From an optimization exercise on the open Yosys and OpenROAD flow, aimed at small area, a short achievable clock period and few clock cycles; shortcuts taken in it are not production practice.
In this exercise RTL edits were held to simulation tests only and were not proved equivalent to the original.
Power and IR drop assume default switching activity.

## flow/flow/run.sh

```bash
#!/bin/bash
# Standard ORFS layout at the design's clock and constraints, with: the standard
# synthesis script except for ABC's mapping script (flow/abc.script, area-oriented),
# a larger setup target for the timing repair, plain buffers on the ports and clock
# tree options (see params.sh).
set -euo pipefail
source flow/params.sh
export MY_ABC_SCRIPT=$PWD/flow/abc.script
bash standard.sh SYNTH_SCRIPT=$PWD/flow/synth.tcl SETUP_SLACK_MARGIN=$SETUP_MARGIN "BUFFER_PORTS_ARGS=-buffer_cell $PORT_BUF" "CTS_ARGS=$CTS" $EXTRA finish > make.log 2>&1
```

## flow/flow/abc.script

```
strash
dch
map -a
topo
stime -c
buffer -c
upsize -c
dnsize -c
```

## flow/flow/params.sh

```bash
SETUP_MARGIN=9.3
EXTRA="ABC_AREA=1"
CTS="-sink_clustering_enable -repair_clock_nets -dont_use_dummy_load"
PORT_BUF=sky130_fd_sc_hd__buf_2
```

## flow/flow/synth.tcl

```tcl
# Yosys synthesis: the standard synthesis script (synth_recipe.tcl), with ABC run
# on the script named by MY_ABC_SCRIPT instead of ORFS's own.
proc synth {args} { yosys synth -nofsm -noshare {*}$args }
proc abc {args} {
  if {[info exists ::env(MY_ABC_SCRIPT)] && $::env(MY_ABC_SCRIPT) ne ""} {
    set i [lsearch -exact $args -script]
    if {$i >= 0} { lset args [expr {$i + 1}] $::env(MY_ABC_SCRIPT) }
  }
  yosys abc {*}$args
}
source $::env(SCRIPTS_DIR)/synth.tcl
# left out here: clear keep_hierarchy, flatten, clean up, hide names made inside functions, write 1_2_yosys.v
```

## flow/standard.sh

```bash
#!/bin/bash
# synth_recipe.tcl (not shown) runs the flow's synth.tcl, then flattens the netlist and writes it again
# the make line also repeats each setting of config.mk as NAME=value (left out here)
make -C /OpenROAD-flow-scripts/flow DESIGN_CONFIG=/design/flow/config.mk WORK_HOME=/design/flow/orfs CLKGATE_MAP_FILE= SYNTH_SCRIPT=/design/flow/synth_recipe.tcl "${@:-finish}"
```

## flow/config.mk

```make
export PLATFORM = sky130hd
export DESIGN_NAME = infix_calc
export DESIGN_NICKNAME = infix_calc
export VERILOG_FILES = /design/flow/design.v
export SDC_FILE = /design/flow/constraint.sdc
export NUM_CORES = 4
export LEC_CHECK = 0
export CAP_MARGIN = 20
export CORE_MARGIN = 2
export CORE_UTILIZATION = 40
export SLEW_MARGIN = 20
```

## flow/constraint.sdc

```tcl
create_clock -name core_clock -period 13.0 [get_ports {CLK}]
set_input_delay 2.6000 -clock core_clock [delete_from_list [all_inputs] [get_ports {CLK}]]
set_output_delay 2.6000 -clock core_clock [all_outputs]
set_load 0.01 [all_outputs]
```

## flow/design.v

```verilog
module infix_calc
(
    input  wire       CLK,
    input  wire       RST,
    output reg        BUSY,
    input  wire [7:0] INPUT_SIGN,
    input  wire       SIGN_STB,
    input  wire [7:0] INPUT_NUMBER,
    input  wire       NUMBER_STB,
    output wire [7:0] OUT,
    output reg        OUT_STB
);
wire in_mul = ~INPUT_SIGN[0];
wire in_div = INPUT_SIGN[2] & INPUT_SIGN[1];
wire in_sub = ~INPUT_SIGN[1];
wire take_num = NUMBER_STB & ~SIGN_STB & ~BUSY;
wire take_op  = SIGN_STB & ~NUMBER_STB & ~BUSY;
wire take_end = SIGN_STB & NUMBER_STB & ~BUSY;
reg       r_num;     
reg       r_lo;      
reg       r_end;     
reg [7:0] r_val;     
reg       m_mul;     
reg       m_div;     
reg       n_sub;     
always @(posedge CLK) begin
    if (RST) begin
        r_num <= 1'b0;
        r_lo  <= 1'b0;
        r_end <= 1'b0;
        m_mul <= 1'b0;
        m_div <= 1'b0;
        BUSY  <= 1'b0;
    end else begin
        r_num <= take_num;
        r_lo  <= take_op & ~in_mul & ~in_div;
        r_end <= take_end;
        if (take_op | take_end) begin
            m_mul <= in_mul & take_op;
            m_div <= in_div & take_op;
        end
        BUSY  <= r_num & m_mul & take_op & (in_mul | in_div);
    end
    r_val <= INPUT_NUMBER;
    if (take_op & ~in_mul & ~in_div)
        n_sub <= in_sub;
end
reg  [7:0]    term;
reg           a_num;      
reg           a_mul;
reg           a_div;
reg  [7:0]    a_val;      
reg  [K1-1:0] a_rem;      
reg           b_div;      
reg           b_mul;      
reg  [K2-1:0] b_rem;      
localparam K1 = 4;
localparam K2 = 6;
wire [7:0] x1 = r_val ^ {8{m_div}};    
wire [0:0] dv0 = m_div & term[7];
wire [1:0] ds0 = {1'b0, dv0} + {1'b0, x1[0:0]} + {1'd0, m_div};
wire qd0 = ds0[1] & (x1[7:1] == {7{m_div}});    
wire dq0 = m_div ? qd0 : term[7];
wire [0:0] dr0 = dq0 ? ds0[0:0] : dv0;
wire [1:0] dv1 = {dr0, m_div & term[6]};
wire [2:0] ds1 = {1'b0, dv1} + {1'b0, x1[1:0]} + {2'd0, m_div};
wire qd1 = ds1[2] & (x1[7:2] == {6{m_div}});    
wire dq1 = m_div ? qd1 : term[6];
wire [1:0] dr1 = dq1 ? ds1[1:0] : dv1;
wire [2:0] dv2 = {dr1, m_div & term[5]};
wire [3:0] ds2 = {1'b0, dv2} + {1'b0, x1[2:0]} + {3'd0, m_div};
wire qd2 = ds2[3] & (x1[7:3] == {5{m_div}});    
wire dq2 = m_div ? qd2 : term[5];
wire [2:0] dr2 = dq2 ? ds2[2:0] : dv2;
wire [3:0] dv3 = {dr2, m_div & term[4]};
wire [4:0] ds3 = {1'b0, dv3} + {1'b0, x1[3:0]} + {4'd0, m_div};
wire qd3 = ds3[4] & (x1[7:4] == {4{m_div}});    
wire dq3 = m_div ? qd3 : term[4];
wire [3:0] dr3 = dq3 ? ds3[3:0] : dv3;
wire [4:0] dv4 = {a_rem, a_div & term[3]};
wire [5:0] ds4 = {1'b0, dv4} + {1'b0, a_val[4:0]} + {5'd0, a_div};
wire qd4 = ds4[5] & (a_val[7:5] == {3{a_div}});    
wire dq4 = a_div ? qd4 : term[3];
wire [4:0] dr4 = dq4 ? ds4[4:0] : dv4;
wire [5:0] dv5 = {dr4, a_div & term[2]};
wire [6:0] ds5 = {1'b0, dv5} + {1'b0, a_val[5:0]} + {6'd0, a_div};
wire qd5 = ds5[6] & (a_val[7:6] == {2{a_div}});    
wire dq5 = a_div ? qd5 : term[2];
wire [5:0] dr5 = dq5 ? ds5[5:0] : dv5;
wire [6:0] dv6 = {b_rem, a_div & term[1]};
wire [7:0] ds6 = {1'b0, dv6} + {1'b0, a_val[6:0]} + {7'd0, a_div};
wire qd6 = ds6[7] & (a_val[7:7] == {1{a_div}});    
wire dq6 = a_div ? qd6 : term[1];
wire [6:0] dr6 = dq6 ? ds6[6:0] : dv6;
wire [7:0] dv7 = {dr6, a_div & term[0]};
wire [8:0] ds7 = {1'b0, dv7} + {1'b0, a_val[7:0]} + {8'd0, a_div};
wire qd7 = ds7[8];    
wire dq7 = a_div ? qd7 : term[0];
wire [7:0] dr7 = dq7 ? ds7[7:0] : dv7;
wire [K1-1:0]    q1 = {qd0, qd1, qd2, qd3};
wire [K2-K1-1:0] q2 = {qd4, qd5};
wire [7-K2:0]    q3 = {qd6, qd7};
wire [7:0]       r3 = dr7;    
always @(posedge CLK) begin
    if (RST) begin
        a_num <= 1'b0;
        b_div <= 1'b0;
        b_mul <= 1'b0;
    end else begin
        a_num <= r_num;
        b_div <= a_num & a_div;
        b_mul <= a_num & a_mul;
    end
    if (r_num) begin
        a_mul <= m_mul;
        a_div <= m_div;
        a_val <= x1;
    end
    a_rem <= dr3;
    b_rem <= dr5;
    if (a_num & ~a_div & ~a_mul)
        term <= a_val;
    else if (b_mul)
        term <= r3;
    else begin
        if (r_num & m_div)
            term[7:8-K1] <= q1;
        if (a_num & a_div)
            term[7-K1:8-K2] <= q2;
        if (b_div)
            term[7-K2:0] <= q3;
    end
end
reg [7:0] sum;
reg       first;     
reg       sop_sub;   
reg       p_sub;     
reg       lo1, lo2, end1, end2;
wire [7:0] base  = first ? 8'd0 : sum;
wire [7:0] total = base + (term ^ {8{sop_sub}}) + {7'd0, sop_sub};
always @(posedge CLK) begin
    if (RST) begin
        lo1     <= 1'b0;
        lo2     <= 1'b0;
        end1    <= 1'b0;
        end2    <= 1'b0;
        first   <= 1'b1;
        sop_sub <= 1'b0;
        OUT_STB <= 1'b0;
    end else begin
        lo1     <= r_lo;
        lo2     <= lo1;
        end1    <= r_end;
        end2    <= end1;
        OUT_STB <= end2;
        if (lo2) begin
            first   <= 1'b0;
            sop_sub <= p_sub;
        end else if (end2) begin
            first   <= 1'b1;
            sop_sub <= 1'b0;
        end
    end
    if (lo1)
        p_sub <= n_sub;
    if (lo2 | end2)
        sum <= total;
end
assign OUT = sum;
endmodule
```

==> summary.txt <==
- CTS tree: yes
- Count of placed standard cells including taps: 628
- Async SR Flop Fraction: 0%
- DRC marker count from the first detailed-route iteration: 190
- Area inside the core boundary: around 0.010 mm2
- Post-synth EDFFs: 28
- Number of distinct library cells after synthesis: 45
- Required time at the worst-slack endpoint: 13.04 ns
- Total DRC errors in the routed layout: 0
- Run status: timing/DRC/antenna clean
- Post-synthesis share of cell area spent on full adders, half adders and majority gates: 15.8%
- DR vias: 3670
- Sequential fraction of the synthesis area: 36.9%
- Largest clock skew in the final design: 0.0246 ns
- First-pass GRT wire length: 17000 um
- Total of max-cap violations: 0
- GRT overflow: 0
- Buffers added on ports: 24
- Initial core utilization: 40.5%
- Layout cell share with drive strength beyond 1: between 40% and 50%
- Half-perimeter wire length of the detailed placement result: 6780 um
- Main combinational cell family by area after synthesis: compound AO/OA/AOI/OAI gates
- Number of H-tree levels: 3
- Pin slew with the least headroom to its limit: 0.556 ns
- Max Fanout on Critical Path: 7
- Width of the die: 106 um
- Startpoint Class: register
- Cell at the root of the clock tree: sky130_fd_sc_hd__clkbuf_8
- Max rail drop VDD: 0.0553 mV
- Number of antenna-violating nets in the routed design: 0
- Final routed wirelength across all metal layers: 10600 um
- Final period utilization: between 30% and 40%
- Post-synthesis compound-gate area fraction: 16.6%
- Antenna violations before repair: 0
- Worst slack on hold paths: 0.404 ns
- Mapped Avg Cell Area: approximately 8.6 um2
- Post-synthesis cell area: just over 0.004 mm2
- Die area: 0.0111 mm2
- Pin count of the biggest net entering global routing: 16
- Number of flip-flops and latches in the synthesized netlist: 62
- Setup repair after global routing missed its margin: true
- Non-filler instance count after layout: about 730
- Type of the worst min-delay path: reg2reg
- Xor/xnor share of the synthesized area: 8.93%
- Vias in the first global route: 3585
- Number of nets in the layout: approximately 660
- Warnings, synthesis: 1
- Cell area power density: 96.4 mW/mm2
- Hold Fails Final Rpt: 0
- Area delta synth->final: 40.9%
- Antenna diodes: 0
- IO Count: 30
- Post-synthesis mux area share: 0.607%
- Number of rows in the core area: 37
- Buffer depth of the longest clock path: 2
- GPL Wtd Cong: 0.903
- Static leakage: around 2.5 nW
- Final core utilization: a little under three fifths
- Highest achievable clock rate: 241 MHz
- Fin Setup TNS: 0 ns
- Post-synthesis net count: roughly 540
- Clk Latency, worst-skew pair: 0.33 ns
- Clk sinks: between 60 and 70
- DIE HEIGHT: between 100 and 150 um
- Final max-slew violation count: 0
- Worst max-slew margin expressed relative to the limit: between 60 and 70%
- Crit path arrival time: approximately 4.2 ns
- Avg WL per Cell: 14.5 um
- Number of vias per cell after detailed routing: about 5
- Type of the worst setup path: reg2reg
- Post-layout power: 0.000560 W
- Final worst path period need: 4.14 ns
- Sort of element at the end of the critical path: register
- Clock-pin transition on the worst setup and hold timing paths: 0.07 ns
- Final setup viols: 0
- Post-Syn Instances: 477
- First-pass iteration count of the detailed router: 5
- Total CTS buffers: 9
- Total track usage: 19.2%
- Simple-gate portion of the synthesized area: between 10 and 15%
- Commonest register cell after synthesis: sky130_fd_sc_hd__dfxtp_1
[where the power goes]
| group | total, W | internal (W) | switching [W] |
|---|---|---|---|
| clock | 0.000124 | 0.0000614 | 0.0000628 |
| combinational | 0.000214 | 0.000107 | 0.000107 |
| sequential | 0.000221 | 0.000213 | 0.00000805 |
[cell usage after synthesis, types with 2 or more instances]
cell,n,area (um2)
sky130_fd_sc_hd__edfxtp_1,28,841
sky130_fd_sc_hd__o22ai_1,3,18.8
sky130_fd_sc_hd__buf_4,2,15.0
sky130_fd_sc_hd__xor2_1,35,307
sky130_fd_sc_hd__clkbuf_1,3,11.3
sky130_fd_sc_hd__or2_2,2,12.5
sky130_fd_sc_hd__a211oi_1,4,30.0
sky130_fd_sc_hd__dfxtp_1,34,681
sky130_fd_sc_hd__nand3_1,7,35.0
sky130_fd_sc_hd__o221ai_1,3,26.3
sky130_fd_sc_hd__o21ai_1,15,75.1
sky130_fd_sc_hd__nor2_2,3,18.8
sky130_fd_sc_hd__o21ai_0,27,135
sky130_fd_sc_hd__inv_1,60,225
sky130_fd_sc_hd__fa_1,12,240
sky130_fd_sc_hd__o211ai_1,6,45.0
sky130_fd_sc_hd__nand2_1,69,259
sky130_fd_sc_hd__a22oi_1,3,22.5
sky130_fd_sc_hd__a21o_1,2,15.0
sky130_fd_sc_hd__nor2_1,54,203
sky130_fd_sc_hd__buf_2,4,20.0
sky130_fd_sc_hd__o21bai_1,4,30.0
sky130_fd_sc_hd__a31oi_1,3,18.8
sky130_fd_sc_hd__ha_1,33,413
sky130_fd_sc_hd__a21oi_2,5,43.8
sky130_fd_sc_hd__nor3_1,5,25.0
sky130_fd_sc_hd__a21oi_1,26,130
sky130_fd_sc_hd__xnor2_1,7,61.3
sky130_fd_sc_hd__inv_2,2,7.51
[stage by stage]
stage	worst slack, ns	cell area [um2]
floorplan	9.15	4210
global placement	8.15	4430
detailed placement	8.09	4430
CTS	9.03	5340
global route	8.54	5810
finish	8.86	5810
[final timing paths]
kind,from,end,slack (ns),depth (start not counted)
worst min-delay path,r_end,end1,0.40,2
worst max-delay path,a_div,term[5],8.86,22
worst min register to register,r_end,end1,0.40,2
worst max register to register,a_div,term[5],8.86,22
[routing by layer]
metal / part of all wire, % / GRT usage [%]
met5: 0 / 0
met4: 2.3 / 6.86
met3: 4.3 / 3.22
met2: 50 / 32.7
met1: 44 / 24.5
[kinds of logic (layout without fill, tap and decap cells)]
group / Yosys count / in the layout
xor gates and xnor gates: 42 / 42
DFF: 62 / 62
and+or+nand+nor: 145 / 145
muxes: 2 / 2
buffers and inverters: 72 / 192
adders and majority gates: 45 / 45
AOI/OAI and AO/OA: 109 / 109
[worst max-delay path, cell delays in order (launching register included)]
cell and delay, ns:
sky130_fd_sc_hd__edfxtp_1 0.41, sky130_fd_sc_hd__buf_6 0.14, sky130_fd_sc_hd__clkinv_4 0.05, sky130_fd_sc_hd__nor2_4 0.03, sky130_fd_sc_hd__fa_2 0.33, sky130_fd_sc_hd__inv_2 0.09
sky130_fd_sc_hd__nor2_2 0.04, sky130_fd_sc_hd__a211oi_2 0.24, sky130_fd_sc_hd__nor3_2 0.07, sky130_fd_sc_hd__o21ai_2 0.24, sky130_fd_sc_hd__nor2_4 0.06, sky130_fd_sc_hd__a21oi_4 0.25
sky130_fd_sc_hd__buf_6 0.18, sky130_fd_sc_hd__nand2_1 0.07, sky130_fd_sc_hd__o21ai_1 0.18, sky130_fd_sc_hd__ha_1 0.30, sky130_fd_sc_hd__a21o_1 0.22, sky130_fd_sc_hd__a31oi_4 0.16
sky130_fd_sc_hd__nand2_2 0.08, sky130_fd_sc_hd__nand2_4 0.11, sky130_fd_sc_hd__clkinvlp_4 0.14, sky130_fd_sc_hd__o211ai_1 0.27, sky130_fd_sc_hd__o221ai_1 0.17
[flip-flops by register name (all words and copies together) (netlist names), 4 cells and up]
register  count
a_val         8
r_val         8
b_rem         6
term          8
a_rem         4
sum           8
[layout make-up]
class / instances / area (um2)
fillers: 846 / 4380
multi-input cells: 343 / 2800
flip-flops and latches: 62 / 1530
repair buffers: 119 / 910
inverters: 62 / 253
well taps: 136 / 170
clock buffers: 9 / 124
repair inverters: 2 / 15.0
[repair_timing]
action,in CTS,in global routing
gates cloned,2,0
pin swaps,43,52
endpoints found under the setup margin,18,18
endpoints found under the hold margin,0,0
hold buffers,0,0
gates resized for setup,71,57
buffers inserted,67,27
[cell usage in the layout, fill, tap and decap left out, types with 3 or more instances in the layout]
| cell type | n |
|---|---|
| sky130_fd_sc_hd__xnor2_1 | 7 |
| sky130_fd_sc_hd__nor2_1 | 45 |
| sky130_fd_sc_hd__o211ai_1 | 6 |
| sky130_fd_sc_hd__o221ai_1 | 3 |
| sky130_fd_sc_hd__buf_6 | 17 |
| sky130_fd_sc_hd__ha_4 | 8 |
| sky130_fd_sc_hd__a21oi_2 | 10 |
| sky130_fd_sc_hd__a22oi_1 | 3 |
| sky130_fd_sc_hd__o21bai_1 | 4 |
| sky130_fd_sc_hd__inv_2 | 7 |
| sky130_fd_sc_hd__clkbuf_8 | 9 |
| sky130_fd_sc_hd__dfxtp_2 | 3 |
| sky130_fd_sc_hd__nand2_1 | 56 |
| sky130_fd_sc_hd__nor2_4 | 6 |
| sky130_fd_sc_hd__nand3_1 | 5 |
| sky130_fd_sc_hd__buf_2 | 24 |
| sky130_fd_sc_hd__inv_1 | 51 |
| sky130_fd_sc_hd__nor2_2 | 6 |
| sky130_fd_sc_hd__dfxtp_1 | 29 |
| sky130_fd_sc_hd__o21ai_1 | 10 |
| sky130_fd_sc_hd__xor2_1 | 33 |
| sky130_fd_sc_hd__o21ai_2 | 17 |
| sky130_fd_sc_hd__nor3_1 | 4 |
| sky130_fd_sc_hd__ha_1 | 24 |
| sky130_fd_sc_hd__nand2_2 | 12 |
| sky130_fd_sc_hd__a21oi_1 | 17 |
| sky130_fd_sc_hd__fa_2 | 6 |
| sky130_fd_sc_hd__o21ai_0 | 11 |
| sky130_fd_sc_hd__buf_4 | 77 |
| sky130_fd_sc_hd__a21oi_4 | 5 |
| sky130_fd_sc_hd__edfxtp_1 | 28 |
| sky130_fd_sc_hd__fa_1 | 6 |
| sky130_fd_sc_hd__o21ai_4 | 5 |
Testbench counts, summed over its fixed seeds: cycles 14,680.

what the ideal ports hide:
No port has a modelled driver above. Below, the same layout with a new extraction and two added sets of constraints. Step 1 assumes that a clkbuf_16 drives the clock port and a buf_2 every other input. Step 2 times the ports against the registers' clock, not the clock port: input delays grow and output delays shrink by t, the midpoint of the rising clock arrivals with the driver on. Three values: ideal ports, drivers, drivers and shift; two values: the first two.
shift t [ns]: 0.351
slack for setup (ns): 8.858 / 8.858 / 8.858
worst slew at a driven data input, ns: 0.03
After both steps setup and hold are still met in this run. For this run, drivers alone change the setup slack by 0.000 ns; drivers and shift together by 0.000 ns.
